Background: an optimization exercise with open tools, aiming at a short achievable clock period and few clock cycles. Do not read the settings as production practice. RTL that was checked went through simulation tests only; none was proved equivalent to the original.

==> inputs of run D <==
// cpu
module cpu(input clk, input rst_n, input [7:0] start_pc, input [15:0] ram_r_data,
           output waiting, output [15:0] out, output [15:0] ram_w_data, output N, output V, output Z, output [7:0] ram_addr, output ram_w_en);
  localparam K = 4;                
  reg [15:0] rf [0:7];
  reg [7:0]  addr_q, pc_q;
  reg        wen_q;
  reg [15:0] wdata_q;
  reg        fetch_q;              
  reg        arr_q;                
  reg [15:0] bq [0:K-1];           
  reg [K-1:0] bv;                  
  reg [15:0] ir;
  reg        ir_v;
  reg        d_movi, d_ldr, d_str, d_halt, d_wr, d_add, d_out, d_cmp, d_and, d_notb;
  reg [2:0]  d_dest;
  reg [7:0]  d_rn_oh, d_rm_oh, d_rd_oh;
  reg [6:0]  d_bsel;               
  reg [2:0]  f_ex, f_wb, f_ld, f_rf;   
  reg        stall_q;
  reg        cons_q;               
  reg [15:0] a_q, b_q;
  reg        ex_add, ex_and, ex_notb;    
  reg        ex_wr, ex_out, ex_cmp, ex_ldr, ex_str;
  reg [2:0]  ex_dest;
  reg [7:0]  ex_imm;
  reg [7:0]  wb_lo, wb_h0, wb_h1;
  reg        wb_c;
  reg [15:0] wb_l;
  reg        wb_add, wb_ldr, wb_outadd, wb_cmp;
  reg [7:0]  wb_wr_oh;
  reg [2:0]  wb_dest;
  reg [7:0]  w2_oh;                
  reg        wb_z, wb_db, wb_dh0, wb_dh1, wb_a15, wb_b15;
  reg [15:0] out_q, out_s;
  reg        z_q, n_q, v_q, z_s, n_s, v_s;
  reg        wait_q;
  assign waiting    = wait_q;
  assign out        = out_q;
  assign ram_w_data = wdata_q;
  assign ram_addr   = addr_q;
  assign ram_w_en   = wen_q;
  assign Z = z_q;
  assign N = n_q;
  assign V = v_q;
  ...
clock: 5.5 ns
lec_check: 0
abc_clock_period_in_ps: 2000
cap_margin: 20
core_margin: 2
core_utilization: 40
place_density: 0.6
setup_slack_margin: 3.4
slew_margin: 20
run.sh (not shown) runs the stock make flow with config.mk's settings and CLKGATE_MAP_FILE= SYNTH_SCRIPT=/design/flow/synth_recipe.tcl, a recipe that flattens the netlist after the stock synthesis.
==> run B: changes against run D <==
--- a/flow/design.v
+++ b/flow/design.v
@@ -35,17 +35,17 @@
   assign bsel  = {movi, ldr, str, sb & (w[4:3] == 2'b00), sb & (w[4:3] == 2'b01),
                   sb & (w[4:3] == 2'b10), sb & (w[4:3] == 2'b11)};
   assign x  = {rn == xd, rm == xd, rd == xd};
   assign wb = {rn == wd, rm == wd, rd == wd};
   assign l  = {rn == ld, rm == ld, rd == ld};
 endmodule
 module cpu(input clk, input rst_n, input [7:0] start_pc, input [15:0] ram_r_data,
            output waiting, output [15:0] out, output [15:0] ram_w_data, output N, output V, output Z, output [7:0] ram_addr, output ram_w_en);
-  localparam K = 4;                
+  localparam K = 6;                
   reg [15:0] rf [0:7];
   reg [7:0]  addr_q, pc_q;
   reg        wen_q;
   reg [15:0] wdata_q;
   reg        fetch_q;              
   reg        arr_q;                
   reg [15:0] bq [0:K-1];           
   reg [K-1:0] bv;                  
@@ -135,25 +135,32 @@
               h_wr, h_add, h_and, h_notb, h_cmp, h_out, h_dest, h_rn, h_rm, h_rd, h_bs,
               h_x, h_w, h_l);
   wire r_movi, r_ldr, r_str, r_halt, r_ra, r_rbu, r_rcu, r_wr, r_add, r_and, r_notb, r_cmp, r_out;
   wire [2:0] r_dest; wire [7:0] r_rn, r_rm, r_rd; wire [6:0] r_bs;
   wire [2:0] r_x, r_w, r_l;
   idecoder DR(ram_r_data, d_dest, ex_dest, wb_dest, r_movi, r_ldr, r_str, r_halt, r_ra, r_rbu, r_rcu,
               r_wr, r_add, r_and, r_notb, r_cmp, r_out, r_dest, r_rn, r_rm, r_rd, r_bs,
               r_x, r_w, r_l);
-  wire [2:0] i_fw = {3{cw}} & i_w, i_fl = {3{cl}} & i_l;
-  wire [2:0] i_use = {i_ra, i_rbu, i_rcu};
-  wire i_st = ex_ldr & |(i_use & i_fw);
-  wire [2:0] h_fx = {3{cx}} & h_x, h_fw = {3{cw}} & h_w, h_fl = {3{cl}} & h_l;
-  wire [2:0] h_use = {h_ra, h_rbu, h_rcu};
-  wire h_st = (d_add & |(h_use & h_fx)) | (ex_ldr & |(h_use & h_fw));
-  wire [2:0] r_fx = {3{cx}} & r_x, r_fw = {3{cw}} & r_w, r_fl = {3{cl}} & r_l;
-  wire [2:0] r_use = {r_ra, r_rbu, r_rcu};
-  wire r_st = (d_add & |(r_use & r_fx)) | (ex_ldr & |(r_use & r_fw));
+  wire [7:0] mx = cx ? (8'b1 << d_dest) : 8'h00;       
+  wire [7:0] mw = cw ? (8'b1 << ex_dest) : 8'h00;      
+  wire [7:0] ml = cl ? (8'b1 << wb_dest) : 8'h00;      
+  wire [7:0] ms = (d_add ? mx : 8'h00) | (ex_ldr ? mw : 8'h00);   
+  wire [7:0] mi = ex_ldr ? mw : 8'h00;                  
+  wire [2:0] i_fw = {|(i_rn & mw), |(i_rm & mw), |(i_rd & mw)};
+  wire [2:0] i_fl = {|(i_rn & ml), |(i_rm & ml), |(i_rd & ml)};
+  wire i_st = (i_ra & |(i_rn & mi)) | (i_rbu & |(i_rm & mi)) | (i_rcu & |(i_rd & mi));
+  wire [2:0] h_fx = {|(h_rn & mx), |(h_rm & mx), |(h_rd & mx)};
+  wire [2:0] h_fw = {|(h_rn & mw), |(h_rm & mw), |(h_rd & mw)};
+  wire [2:0] h_fl = {|(h_rn & ml), |(h_rm & ml), |(h_rd & ml)};
+  wire h_st = (h_ra & |(h_rn & ms)) | (h_rbu & |(h_rm & ms)) | (h_rcu & |(h_rd & ms));
+  wire [2:0] r_fx = {|(r_rn & mx), |(r_rm & mx), |(r_rd & mx)};
+  wire [2:0] r_fw = {|(r_rn & mw), |(r_rm & mw), |(r_rd & mw)};
+  wire [2:0] r_fl = {|(r_rn & ml), |(r_rm & ml), |(r_rd & ml)};
+  wire r_st = (r_ra & |(r_rn & ms)) | (r_rbu & |(r_rm & ms)) | (r_rcu & |(r_rd & ms));
   wire nx_v = ~take | bv[0] | arr_q;
   always @(posedge clk) begin
     if (take) ir <= from_b ? bq[0] : ram_r_data;
     if (!take) begin
       d_movi <= i_movi; d_ldr <= i_ldr; d_str <= i_str; d_halt <= i_halt;
       d_wr <= i_wr; d_add <= i_add; d_and <= i_and; d_notb <= i_notb;
       d_cmp <= i_cmp; d_out <= i_out; d_dest <= i_dest;
       d_rn_oh <= i_rn; d_rm_oh <= i_rm; d_rd_oh <= i_rd; d_bsel <= i_bs;
==> run Y: changes against run D <==
--- a/flow/design.v
+++ b/flow/design.v
@@ -35,32 +35,32 @@
   assign bsel  = {movi, ldr, str, sb & (w[4:3] == 2'b00), sb & (w[4:3] == 2'b01),
                   sb & (w[4:3] == 2'b10), sb & (w[4:3] == 2'b11)};
   assign x  = {rn == xd, rm == xd, rd == xd};
   assign wb = {rn == wd, rm == wd, rd == wd};
   assign l  = {rn == ld, rm == ld, rd == ld};
 endmodule
 module cpu(input clk, input rst_n, input [7:0] start_pc, input [15:0] ram_r_data,
            output waiting, output [15:0] out, output [15:0] ram_w_data, output N, output V, output Z, output [7:0] ram_addr, output ram_w_en);
-  localparam K = 4;                
+  localparam K = 6;                
   reg [15:0] rf [0:7];
   reg [7:0]  addr_q, pc_q;
   reg        wen_q;
   reg [15:0] wdata_q;
   reg        fetch_q;              
   reg        arr_q;                
   reg [15:0] bq [0:K-1];           
   reg [K-1:0] bv;                  
   reg [15:0] ir;
   reg        ir_v;
   reg        d_movi, d_ldr, d_str, d_halt, d_wr, d_add, d_out, d_cmp, d_and, d_notb;
   reg [2:0]  d_dest;
   reg [7:0]  d_rn_oh, d_rm_oh, d_rd_oh;
   reg [6:0]  d_bsel;               
-  reg [2:0]  f_ex, f_wb, f_ld, f_rf;   
+  reg [2:0]  f_ex, f_wb, f_rf;       
   reg        stall_q;
   reg        cons_q;               
   reg [15:0] a_q, b_q;
   reg        ex_add, ex_and, ex_notb;    
   reg        ex_wr, ex_out, ex_cmp, ex_ldr, ex_str;
   reg [2:0]  ex_dest;
   reg [7:0]  ex_imm;
   reg [7:0]  wb_lo, wb_h0, wb_h1;
@@ -101,21 +101,21 @@
     rf_c = 16'h0;
     for (j = 0; j < 8; j = j + 1) begin
       rf_a = rf_a | ({16{d_rn_oh[j]}} & rf[j]);
       rf_b = rf_b | ({16{d_rm_oh[j]}} & rf[j]);
       rf_c = rf_c | ({16{d_rd_oh[j]}} & rf[j]);
     end
   end
   wire [15:0] va = ({16{f_ex[2]}} & ex_l) | ({16{f_wb[2]}} & wb_res) |
-                   ({16{f_ld[2]}} & ram_r_data) | ({16{f_rf[2]}} & rf_a);
+                   ({16{f_rf[2]}} & rf_a);
   wire [15:0] vb = ({16{f_ex[1]}} & ex_l) | ({16{f_wb[1]}} & wb_res) |
-                   ({16{f_ld[1]}} & ram_r_data) | ({16{f_rf[1]}} & rf_b);
+                   ({16{f_rf[1]}} & rf_b);
   wire [15:0] vc = ({16{f_ex[0]}} & ex_l) | ({16{f_wb[0]}} & wb_res) |
-                   ({16{f_ld[0]}} & ram_r_data) | ({16{f_rf[0]}} & rf_c);
+                   ({16{f_rf[0]}} & rf_c);
   wire [15:0] sximm5 = {{11{ir[4]}}, ir[4:0]};
   wire [15:0] sximm8 = {{8{ir[7]}}, ir[7:0]};
   wire [15:0] b_d = ({16{d_bsel[6]}} & sximm8) | ({16{d_bsel[5]}} & sximm5) |
                     ({16{d_bsel[4]}} & vc) | ({16{d_bsel[3]}} & vb) |
                     ({16{d_bsel[2]}} & {vb[14:0], 1'b0}) |
                     ({16{d_bsel[1] | d_bsel[0]}} & {d_bsel[0] & vb[15], vb[15:1]});
   wire take   = ~ir_v | consume;
   wire from_b = take & bv[0];
@@ -137,46 +137,46 @@
   wire r_movi, r_ldr, r_str, r_halt, r_ra, r_rbu, r_rcu, r_wr, r_add, r_and, r_notb, r_cmp, r_out;
   wire [2:0] r_dest; wire [7:0] r_rn, r_rm, r_rd; wire [6:0] r_bs;
   wire [2:0] r_x, r_w, r_l;
   idecoder DR(ram_r_data, d_dest, ex_dest, wb_dest, r_movi, r_ldr, r_str, r_halt, r_ra, r_rbu, r_rcu,
               r_wr, r_add, r_and, r_notb, r_cmp, r_out, r_dest, r_rn, r_rm, r_rd, r_bs,
               r_x, r_w, r_l);
   wire [2:0] i_fw = {3{cw}} & i_w, i_fl = {3{cl}} & i_l;
   wire [2:0] i_use = {i_ra, i_rbu, i_rcu};
-  wire i_st = ex_ldr & |(i_use & i_fw);
+  wire i_st = (ex_ldr & |(i_use & i_fw)) | |(i_use & i_fl & ~i_fw);
   wire [2:0] h_fx = {3{cx}} & h_x, h_fw = {3{cw}} & h_w, h_fl = {3{cl}} & h_l;
   wire [2:0] h_use = {h_ra, h_rbu, h_rcu};
-  wire h_st = (d_add & |(h_use & h_fx)) | (ex_ldr & |(h_use & h_fw));
+  wire h_st = (d_add & |(h_use & h_fx)) | (ex_ldr & |(h_use & h_fw)) |
+              |(h_use & h_fl & ~h_fw & ~h_fx);
   wire [2:0] r_fx = {3{cx}} & r_x, r_fw = {3{cw}} & r_w, r_fl = {3{cl}} & r_l;
   wire [2:0] r_use = {r_ra, r_rbu, r_rcu};
-  wire r_st = (d_add & |(r_use & r_fx)) | (ex_ldr & |(r_use & r_fw));
+  wire r_st = (d_add & |(r_use & r_fx)) | (ex_ldr & |(r_use & r_fw)) |
+              |(r_use & r_fl & ~r_fw & ~r_fx);
   wire nx_v = ~take | bv[0] | arr_q;
   always @(posedge clk) begin
     if (take) ir <= from_b ? bq[0] : ram_r_data;
     if (!take) begin
       d_movi <= i_movi; d_ldr <= i_ldr; d_str <= i_str; d_halt <= i_halt;
       d_wr <= i_wr; d_add <= i_add; d_and <= i_and; d_notb <= i_notb;
       d_cmp <= i_cmp; d_out <= i_out; d_dest <= i_dest;
       d_rn_oh <= i_rn; d_rm_oh <= i_rm; d_rd_oh <= i_rd; d_bsel <= i_bs;
-      f_ex <= 3'b000; f_wb <= i_fw; f_ld <= i_fl & ~i_fw; f_rf <= ~(i_fw | i_fl);
+      f_ex <= 3'b000; f_wb <= i_fw; f_rf <= ~i_fw;
     end else if (from_b) begin
       d_movi <= h_movi; d_ldr <= h_ldr; d_str <= h_str; d_halt <= h_halt;
       d_wr <= h_wr; d_add <= h_add; d_and <= h_and; d_notb <= h_notb;
       d_cmp <= h_cmp; d_out <= h_out; d_dest <= h_dest;
       d_rn_oh <= h_rn; d_rm_oh <= h_rm; d_rd_oh <= h_rd; d_bsel <= h_bs;
-      f_ex <= h_fx; f_wb <= h_fw & ~h_fx; f_ld <= h_fl & ~h_fw & ~h_fx;
-      f_rf <= ~(h_fx | h_fw | h_fl);
+      f_ex <= h_fx; f_wb <= h_fw & ~h_fx; f_rf <= ~(h_fx | h_fw);
     end else begin
       d_movi <= r_movi; d_ldr <= r_ldr; d_str <= r_str; d_halt <= r_halt;
       d_wr <= r_wr; d_add <= r_add; d_and <= r_and; d_notb <= r_notb;
       d_cmp <= r_cmp; d_out <= r_out; d_dest <= r_dest;
       d_rn_oh <= r_rn; d_rm_oh <= r_rm; d_rd_oh <= r_rd; d_bsel <= r_bs;
-      f_ex <= r_fx; f_wb <= r_fw & ~r_fx; f_ld <= r_fl & ~r_fw & ~r_fx;
-      f_rf <= ~(r_fx | r_fw | r_fl);
+      f_ex <= r_fx; f_wb <= r_fw & ~r_fx; f_rf <= ~(r_fx | r_fw);
     end
     if (!rst_n) begin
       ir_v    <= 1'b0;
       stall_q <= 1'b0;
       cons_q  <= 1'b0;
     end else begin
       ir_v    <= nx_v;
       stall_q <= ~take ? i_st : from_b ? h_st : r_st;
==> run K: changes against run D <==
--- a/flow/design.v
+++ b/flow/design.v
@@ -35,17 +35,17 @@
   assign bsel  = {movi, ldr, str, sb & (w[4:3] == 2'b00), sb & (w[4:3] == 2'b01),
                   sb & (w[4:3] == 2'b10), sb & (w[4:3] == 2'b11)};
   assign x  = {rn == xd, rm == xd, rd == xd};
   assign wb = {rn == wd, rm == wd, rd == wd};
   assign l  = {rn == ld, rm == ld, rd == ld};
 endmodule
 module cpu(input clk, input rst_n, input [7:0] start_pc, input [15:0] ram_r_data,
            output waiting, output [15:0] out, output [15:0] ram_w_data, output N, output V, output Z, output [7:0] ram_addr, output ram_w_en);
-  localparam K = 4;                
+  localparam K = 6;                
   reg [15:0] rf [0:7];
   reg [7:0]  addr_q, pc_q;
   reg        wen_q;
   reg [15:0] wdata_q;
   reg        fetch_q;              
   reg        arr_q;                
   reg [15:0] bq [0:K-1];           
   reg [K-1:0] bv;                  
==> results.sh <==
export IMPL_grt_max_degree=66
export IMPL_outcome="complete, no violations"
export IMPL_grt_usage_pct=27.2
export IMPL_multi_input_area_share_pct=40.3
export IMPL_clk_pin_slew_worst_paths_ns=0.06
export IMPL_synth_area_leaders="edfxtp_1, dfxtp_1, a22oi_1, mux2_2, nand2_1"
export IMPL_yosys_cell_count_top_type="edfxtp_1"
export IMPL_synth_mux_area_share_pct=7.83
export IMPL_hp_start="d_notb"
export IMPL_crit_chain="buf_6"
export IMPL_fin_crit_ns=2.18
[end of results for run B]
==> results.sh <==
export IMPL_fin_crit_ns=2.17
export IMPL_via_per_inst=6.22
export IMPL_grt_usage_pct=26.1
export IMPL_clk_pin_slew_worst_paths_ns=0.06
export IMPL_nClkBuffers=74
export IMPL_synth_compound_area_share_pct=16.9
export IMPL_crit_chain="buf_4 -> a22oi_1 -> nand4_1 -> a222oi_1 -> nand2_1 -> a222oi_1 -> nand2_1"
export IMPL_yosys_cell_count_top_type="edfxtp_1"
export IMPL_rsz0062_at_grt="yes"
export IMPL_hp_start="d_notb"
export IMPL_dr_pass1_iters=11
export IMPL_outcome="complete, no violations"
[end of results for run K]
==> results.sh <==
export IMPL_outcome="complete, no violations"
export IMPL_grt_usage_pct=24.5
export IMPL_ant_nets=0
export IMPL_grt_util_met3_pct=5.76
export IMPL_synth_mux_area_share_pct=8.95
export IMPL_setup_violations=0
export IMPL_grt_max_degree=45
export IMPL_seq_power_share_pct=40.6
export IMPL_seq_area_share_pct=44.4
export IMPL_yosys_cell_count_top_type="edfxtp_1"
export IMPL_multi_input_area_share_pct=39.3
export IMPL_crit_chain="buf_6"
[end of results for run Y]
==> results.sh <==
export IMPL_outcome="complete, no violations"
export IMPL_grt_max_degree=47
export IMPL_hp_start="d_notb"
export IMPL_fin_crit_ns=2.24
export IMPL_grt_usage_pct=26.7
export IMPL_synth_area_leaders="edfxtp_1, dfxtp_1, a22oi_1, mux2_2, xnor2_1"
export IMPL_multi_input_area_share_pct=39.2
export IMPL_clk_pin_slew_worst_paths_ns=0.07
export IMPL_crit_chain="buf_12 -> clkbuf_16 -> buf_4 -> a22oi_1 -> nand4_1 -> a22oi_1 -> nand2_1 -> a222oi_1 -> nand2_1"
export IMPL_yosys_cell_count_top_type="a22oi_1"
[end of results for run D]
Testbench counts of run K, summed over its fixed seeds: cycles 13,816.
Only the layout flow was run in run D, run B and run Y; the RTL was not checked for function there.

[afterwards: timing with drivers on the ports]
In the flow no input, the clock included, has a driving cell. The finished layouts below were timed again as built, in two steps.
Step 1 sets driving cells, clkbuf_16 on the clock port and buf_2 on the other inputs (assumed; they add their load-dependent delay and slew).
Step 2 also shifts input and output timing later by t, the mid clock arrival at the registers, as if the neighbouring blocks saw the same clock.
Three values: ideal, step 1, step 2; two values: the first two.
run	t, ns	slack for setup (ns)	worst setup path at the end	clock arrival spread, ns
run D	0.653	3.262 / 3.262 / 2.753	input to register	0.024 / 0.025
run B	0.692	3.319 / 3.250 / 2.748	input to register	0.052 / 0.053
run Y	0.661	3.306 / 3.246 / 2.788	input to register	0.024 / 0.023
run K	0.669	3.331 / 3.293 / 2.778	input to register	0.026 / 0.025
After both steps setup and hold are still met in every run listed. The setup slack of run B, which loses most, moves by -0.069 ns with the drivers and by -0.571 ns with both steps.
